Source: an optimization exercise on an open RTL-to-GDS flow (aim: small area, a short achievable clock period and few clock cycles). Production flows keep margins and buffers that such runs may drop.
In this exercise RTL edits were held to simulation tests only and were not proved equivalent to the original.
Power is estimated from default activity; no workload was simulated.

==> inputs of tundra <==
## cache
module cache(
    input  wire         clk,
    input  wire         resetn,
    input  wire         valid,
    input  wire         op,
    input  wire [ 2: 0] index,
    input  wire [24: 0] tag,
    input  wire [ 3: 0] offset,
    input  wire [ 3: 0] wstrb,
    input  wire [31: 0] wdata,
    output wire         addr_ok,
    output wire         data_ok,
    output wire [31: 0] rdata,
    output wire         rd_req,
    output wire [ 2: 0] rd_type,
    output wire [31: 0] rd_addr,
    input  wire         rd_rdy,
    input  wire         ret_valid,
    input  wire         ret_last,
    input  wire [31: 0] ret_data,
    output wire         wr_req,
    output wire [ 2: 0] wr_type,
    output wire [31: 0] wr_addr,
    output wire [ 3: 0] wr_wstrb,
    output wire [127:0] wr_data,
    input  wire         wr_rdy
);
==> flow/config.mk <==
export PLATFORM = sky130hd
export DESIGN_NAME = cache
export DESIGN_NICKNAME = cache
export VERILOG_FILES = /design/flow/design.v
export SDC_FILE = /design/flow/constraint.sdc
export NUM_CORES = 4
export LEC_CHECK = 0
export CAP_MARGIN = 20
export CORE_MARGIN = 2
export CORE_UTILIZATION = 50
export PLACE_DENSITY = 0.6
export SETUP_SLACK_MARGIN = 4.0
export SLEW_MARGIN = 20
export TNS_END_PERCENT = 5
==> flow/constraint.sdc <==
create_clock -name core_clock -period 8.0 [get_ports {clk}]
set_input_delay 1.6000 -clock core_clock [delete_from_list [all_inputs] [get_ports {clk}]]
set_output_delay 1.6000 -clock core_clock [all_outputs]
set_load 0.01 [all_outputs]
standard.sh (not shown) runs the stock make flow with config.mk's settings and CLKGATE_MAP_FILE= SYNTH_SCRIPT=/design/flow/synth_recipe.tcl, a recipe that flattens the netlist after the stock synthesis.
==> flow/flow/run.sh <==
#!/bin/bash
# Standard layout, with the port buffers built from buf_4 instead of the
# smallest buffer ORFS picks (a delay cell that the resizer leaves in place).
cp standard.sh standard_sh_copy.log
export BUFFER_PORTS_ARGS="-buffer_cell sky130_fd_sc_hd__buf_4"
bash standard.sh > standard.log 2>&1
==> amber: changes against tundra <==
--- a/flow/design.v
+++ b/flow/design.v
@@ -29,17 +29,16 @@
 reg  [15:0] vld;
 reg  [15:0] drt;
 reg  [ 7:0] lru;                 
 wire [31:0] data_mem [0:63];
 reg        r_done;               
 reg        r_wait;               
 reg        r_free;               
 reg        r_onrf;               
-reg        rw_rd;                
 reg        r_op;
 reg [ 2:0] r_index;
 reg [ 7:0] r_set;                
 reg [24:0] r_tag;
 reg [ 1:0] r_word;
 reg [ 3:0] r_lane;               
 reg [ 3:0] r_wstrb;
 reg [31:0] r_wdata;
@@ -111,18 +110,18 @@
 wire [127:0] line1 = {data_mem[{1'b1, index, 2'd3}], data_mem[{1'b1, index, 2'd2}],
                       data_mem[{1'b1, index, 2'd1}], data_mem[{1'b1, index, 2'd0}]};
 wire rqf  = rq_lane[iw] & f_set[index];
 wire rqf0 = rqf & ~f_way;
 wire rqf1 = rqf &  f_way;
 wire stf  = st_now & r_set[index] & r_lane[iw];
 wire stf0 = stf & ~r_way;
 wire stf1 = stf &  r_way;
-wire ret0 = rf0 & arr_now;
-wire ret1 = rf1 & arr_now;
+wire ret0 = r_wait | rf0 & arr_now;
+wire ret1 = r_wait | rf1 & arr_now;
 wire [3:0] iw1h = 4'd1 << iw;
 wire [31:0] x0, x1;
 genvar gb;
 generate
 for (gb = 0; gb < 4; gb = gb + 1) begin : fwd
     wire st0  = ~ret0 & stf0 & r_wstrb[gb];
     wire st1  = ~ret1 & stf1 & r_wstrb[gb];
     wire rq0  = ~ret0 & ~st0 & rqf0;
@@ -155,22 +154,20 @@
     wire u1 = ~m &  vsel;
     assign vline[gv*8 +: 8] = {8{m}} & r_wdata[(gv % 4)*8 +: 8]
                             | {8{u0}} & line0[gv*8 +: 8]
                             | {8{u1}} & line1[gv*8 +: 8];
 end
 endgenerate
 wire r_beat = beat & (a_cnt == r_word);
 wire w_done = r_onrf ? r_beat : (~pend & ~r_beat);      
-wire armed = rw_rd & burst & (a_cnt == r_word);         
-wire early = armed & ret_valid;
-wire acc = valid & (r_free | early);
-assign addr_ok  = r_free | early;
-assign data_ok  = r_done | early;
-assign rdata    = rw_rd ? ret_data : rdata_q;
+wire acc = valid & r_free;
+assign addr_ok  = r_free;
+assign data_ok  = r_done;
+assign rdata    = rdata_q;
 assign wr_req   = wr_req_q;
 assign rd_req   = rd_req_q;
 assign rd_type  = 3'b100;
 assign rd_addr  = {r_tag, r_index, 4'd0};
 assign wr_type  = 3'b100;
 assign wr_wstrb = 4'b1111;
 assign wr_addr  = {wb_tag, r_index, 4'd0};
 assign wr_data  = wb_buf;
@@ -187,43 +184,31 @@
 wire [15:0] vld_n   = vld | {16{rd_take}} & (16'd1 << {r_way, r_index});
 wire [ 7:0] rfs_n   = {8{rf_n}} & fset_n;
 always @(posedge clk) begin
     if (!resetn) begin
         r_done <= 1'b0;
         r_wait <= 1'b0;
         r_free <= 1'b1;
         r_onrf <= 1'b0;
-        rw_rd  <= 1'b0;
         st_now <= 1'b0;
     end else if (acc) begin
         r_done <= l_done;
         r_wait <= ~l_done;
         r_free <= l_done;
         r_onrf <= l_onrf;
-        rw_rd  <= l_onrf & ~op;
         st_now <= op & l_done;
-    end else if (early) begin
-        r_done <= 1'b0;
-        r_wait <= 1'b0;
-        r_free <= 1'b1;
-        r_onrf <= 1'b0;
-        rw_rd  <= 1'b0;
-        st_now <= 1'b0;
     end else if (r_wait) begin
-        if (rd_take) begin
+        if (rd_take)
             r_onrf <= 1'b1;
-            rw_rd  <= ~r_op;
-        end
         if (w_done) begin
             r_done <= 1'b1;
             r_wait <= 1'b0;
             r_free <= 1'b1;
             r_onrf <= 1'b0;
-            rw_rd  <= 1'b0;
             st_now <= r_op;
         end
     end else begin
         r_done <= 1'b0;
         st_now <= 1'b0;
     end
 end
 always @(posedge clk) begin
==> flow/run.sh (new file) <==
#!/bin/bash
# synth_recipe.tcl (not shown) runs the flow's synth.tcl, then flattens the netlist and writes it again
# the make line also repeats each setting of config.mk as NAME=value (left out here)
make -C /OpenROAD-flow-scripts/flow DESIGN_CONFIG=/design/flow/config.mk WORK_HOME=/design/flow/orfs CLKGATE_MAP_FILE= SYNTH_SCRIPT=/design/flow/synth_recipe.tcl finish
==> flow/config.mk (replaced) <==
export PLATFORM = sky130hd
export DESIGN_NAME = cache
export DESIGN_NICKNAME = cache
export VERILOG_FILES = /design/flow/design.v
export SDC_FILE = /design/flow/constraint.sdc
export NUM_CORES = 4
export LEC_CHECK = 0
export CAP_MARGIN = 20
export CORE_MARGIN = 2
export CORE_UTILIZATION = 50
export CTS_CLUSTER_DIAMETER = 60
export CTS_CLUSTER_SIZE = 20
export PLACE_DENSITY = 0.6
export SETUP_SLACK_MARGIN = 4.0
export SLEW_MARGIN = 20
export TNS_END_PERCENT = 5
removed: flow/flow/run.sh
removed: flow/standard.sh
==> pepper: changes against tundra <==
--- a/flow/design.v
+++ b/flow/design.v
@@ -29,17 +29,16 @@
 reg  [15:0] vld;
 reg  [15:0] drt;
 reg  [ 7:0] lru;                 
 wire [31:0] data_mem [0:63];
 reg        r_done;               
 reg        r_wait;               
 reg        r_free;               
 reg        r_onrf;               
-reg        rw_rd;                
 reg        r_op;
 reg [ 2:0] r_index;
 reg [ 7:0] r_set;                
 reg [24:0] r_tag;
 reg [ 1:0] r_word;
 reg [ 3:0] r_lane;               
 reg [ 3:0] r_wstrb;
 reg [31:0] r_wdata;
@@ -111,18 +110,18 @@
 wire [127:0] line1 = {data_mem[{1'b1, index, 2'd3}], data_mem[{1'b1, index, 2'd2}],
                       data_mem[{1'b1, index, 2'd1}], data_mem[{1'b1, index, 2'd0}]};
 wire rqf  = rq_lane[iw] & f_set[index];
 wire rqf0 = rqf & ~f_way;
 wire rqf1 = rqf &  f_way;
 wire stf  = st_now & r_set[index] & r_lane[iw];
 wire stf0 = stf & ~r_way;
 wire stf1 = stf &  r_way;
-wire ret0 = rf0 & arr_now;
-wire ret1 = rf1 & arr_now;
+wire ret0 = r_wait | rf0 & arr_now;
+wire ret1 = r_wait | rf1 & arr_now;
 wire [3:0] iw1h = 4'd1 << iw;
 wire [31:0] x0, x1;
 genvar gb;
 generate
 for (gb = 0; gb < 4; gb = gb + 1) begin : fwd
     wire st0  = ~ret0 & stf0 & r_wstrb[gb];
     wire st1  = ~ret1 & stf1 & r_wstrb[gb];
     wire rq0  = ~ret0 & ~st0 & rqf0;
@@ -155,22 +154,20 @@
     wire u1 = ~m &  vsel;
     assign vline[gv*8 +: 8] = {8{m}} & r_wdata[(gv % 4)*8 +: 8]
                             | {8{u0}} & line0[gv*8 +: 8]
                             | {8{u1}} & line1[gv*8 +: 8];
 end
 endgenerate
 wire r_beat = beat & (a_cnt == r_word);
 wire w_done = r_onrf ? r_beat : (~pend & ~r_beat);      
-wire armed = rw_rd & burst & (a_cnt == r_word);         
-wire early = armed & ret_valid;
-wire acc = valid & (r_free | early);
-assign addr_ok  = r_free | early;
-assign data_ok  = r_done | early;
-assign rdata    = rw_rd ? ret_data : rdata_q;
+wire acc = valid & r_free;
+assign addr_ok  = r_free;
+assign data_ok  = r_done;
+assign rdata    = rdata_q;
 assign wr_req   = wr_req_q;
 assign rd_req   = rd_req_q;
 assign rd_type  = 3'b100;
 assign rd_addr  = {r_tag, r_index, 4'd0};
 assign wr_type  = 3'b100;
 assign wr_wstrb = 4'b1111;
 assign wr_addr  = {wb_tag, r_index, 4'd0};
 assign wr_data  = wb_buf;
@@ -187,43 +184,31 @@
 wire [15:0] vld_n   = vld | {16{rd_take}} & (16'd1 << {r_way, r_index});
 wire [ 7:0] rfs_n   = {8{rf_n}} & fset_n;
 always @(posedge clk) begin
     if (!resetn) begin
         r_done <= 1'b0;
         r_wait <= 1'b0;
         r_free <= 1'b1;
         r_onrf <= 1'b0;
-        rw_rd  <= 1'b0;
         st_now <= 1'b0;
     end else if (acc) begin
         r_done <= l_done;
         r_wait <= ~l_done;
         r_free <= l_done;
         r_onrf <= l_onrf;
-        rw_rd  <= l_onrf & ~op;
         st_now <= op & l_done;
-    end else if (early) begin
-        r_done <= 1'b0;
-        r_wait <= 1'b0;
-        r_free <= 1'b1;
-        r_onrf <= 1'b0;
-        rw_rd  <= 1'b0;
-        st_now <= 1'b0;
     end else if (r_wait) begin
-        if (rd_take) begin
+        if (rd_take)
             r_onrf <= 1'b1;
-            rw_rd  <= ~r_op;
-        end
         if (w_done) begin
             r_done <= 1'b1;
             r_wait <= 1'b0;
             r_free <= 1'b1;
             r_onrf <= 1'b0;
-            rw_rd  <= 1'b0;
             st_now <= r_op;
         end
     end else begin
         r_done <= 1'b0;
         st_now <= 1'b0;
     end
 end
 always @(posedge clk) begin
==> flow/config.mk (replaced) <==
export PLATFORM = sky130hd
export DESIGN_NAME = cache
export DESIGN_NICKNAME = cache
export VERILOG_FILES = /design/flow/design.v
export SDC_FILE = /design/flow/constraint.sdc
export NUM_CORES = 4
export LEC_CHECK = 0
export CAP_MARGIN = 20
export CORE_MARGIN = 2
export CORE_UTILIZATION = 50
export CTS_CLUSTER_DIAMETER = 60
export CTS_CLUSTER_SIZE = 20
export PLACE_DENSITY = 0.6
export SETUP_SLACK_MARGIN = 4.0
export SLEW_MARGIN = 20
export TNS_END_PERCENT = 5
==> summary.md <==
Leaving out the clock tree, the finished layout contains a buffer count of 724. The flow ran to the end and the layout has no timing, DRC or antenna violations. Setup slack closes at 3.69 ns. The multi-input combinational gate total is 4024, and the count of routing violations after the opening detailed-route iteration is 16100.

The power per unit of standard cell area works out to 232 nW/um^2. For this run, the top clock speed supported by timing is 232 MHz. The synthesized-area fraction occupied by adder cells works out to 0.00224. During tapcell insertion the tool placed 3132 well taps. The post-cts gate resize count was 147. The tools report the relative contribution of the clock network to total power as 0.345.

Count of inverters other than clock inverters in the layout: 25. The endpoint of the worst hold path is lru[6]$_SDFFE_PN0P_. Across the routed clock network, the largest skew measured is 0.0529 ns.
(the above is from pepper)
==> summary.md <==
Across the routed clock network, the largest skew measured is 0.0441 ns. The count of routing violations after the opening detailed-route iteration was 15300; the power per unit of standard cell area was 228 nW/um^2. The flow ran to the end and the layout has no timing, DRC or antenna violations.

The logs give 215 for the post-cts gate resize count and 0.339 for the relative contribution of the clock network to total power. The count of inverters other than clock inverters in the layout was 24.
(the above is from amber)
==> summary.md <==
Static timing analysis puts the maximum clock frequency at 236 MHz. Multi-input combinational cells in the finished layout were counted as 4335. Number of well taps: 3150. The relative contribution of the clock network to total power was 0.405. The run finished with no timing, DRC or antenna violations. The synthesized-area fraction occupied by adder cells is 0.00211, and the worst path setup slack after routing is 3.76 ns.

The non-clock buffer total of the final layout was 812; the count of routing violations after the opening detailed-route iteration was 14000. On the final layout, the worst clock skew is 0.0495 ns.
(the above is from tundra)
Testbench counts of tundra, summed over its fixed seeds: cycles 92,404.
Testbench counts of amber, summed over its fixed seeds: cycles 96,078.
Testbench counts of pepper, summed over its fixed seeds: cycles 96,078.

## re-timing with driven ports
How much do the figures lean on ideal ports? The routed layouts below were timed once more, with nothing changed but the port constraints.
Step 1 sets driving cells, clkbuf_16 on the clock port and buf_2 on the other inputs (assumed; they add their load-dependent delay and slew).
Step 2 moves the port delays by t, midway between the first and last clock arrival at a register: inputs arrive t later, outputs are due t later. That takes back most of the time a late clock gives input paths.
a / b / c = no drivers / after step 1 / after step 2; a / b = the first two.
run | t, ns | setup WS [ns] | clock arrival spread, ns | slew at the worst register clock pin (ns) | pins driven straight from the clock port
tundra | 1.024 | 3.756 / 3.661 / 2.636 | 0.063 / 0.063 | 0.07 / 0.07 | 1
amber | 0.985 | 3.904 / 3.773 / 2.788 | 0.059 / 0.060 | 0.09 / 0.09 | 1
pepper | 0.959 | 3.695 / 3.501 / 2.543 | 0.058 / 0.057 | 0.09 / 0.09 | 1
After both steps setup and hold are still met in every run listed. For pepper, which loses most, drivers alone change the setup slack by -0.194 ns; drivers and shift together by -1.152 ns.
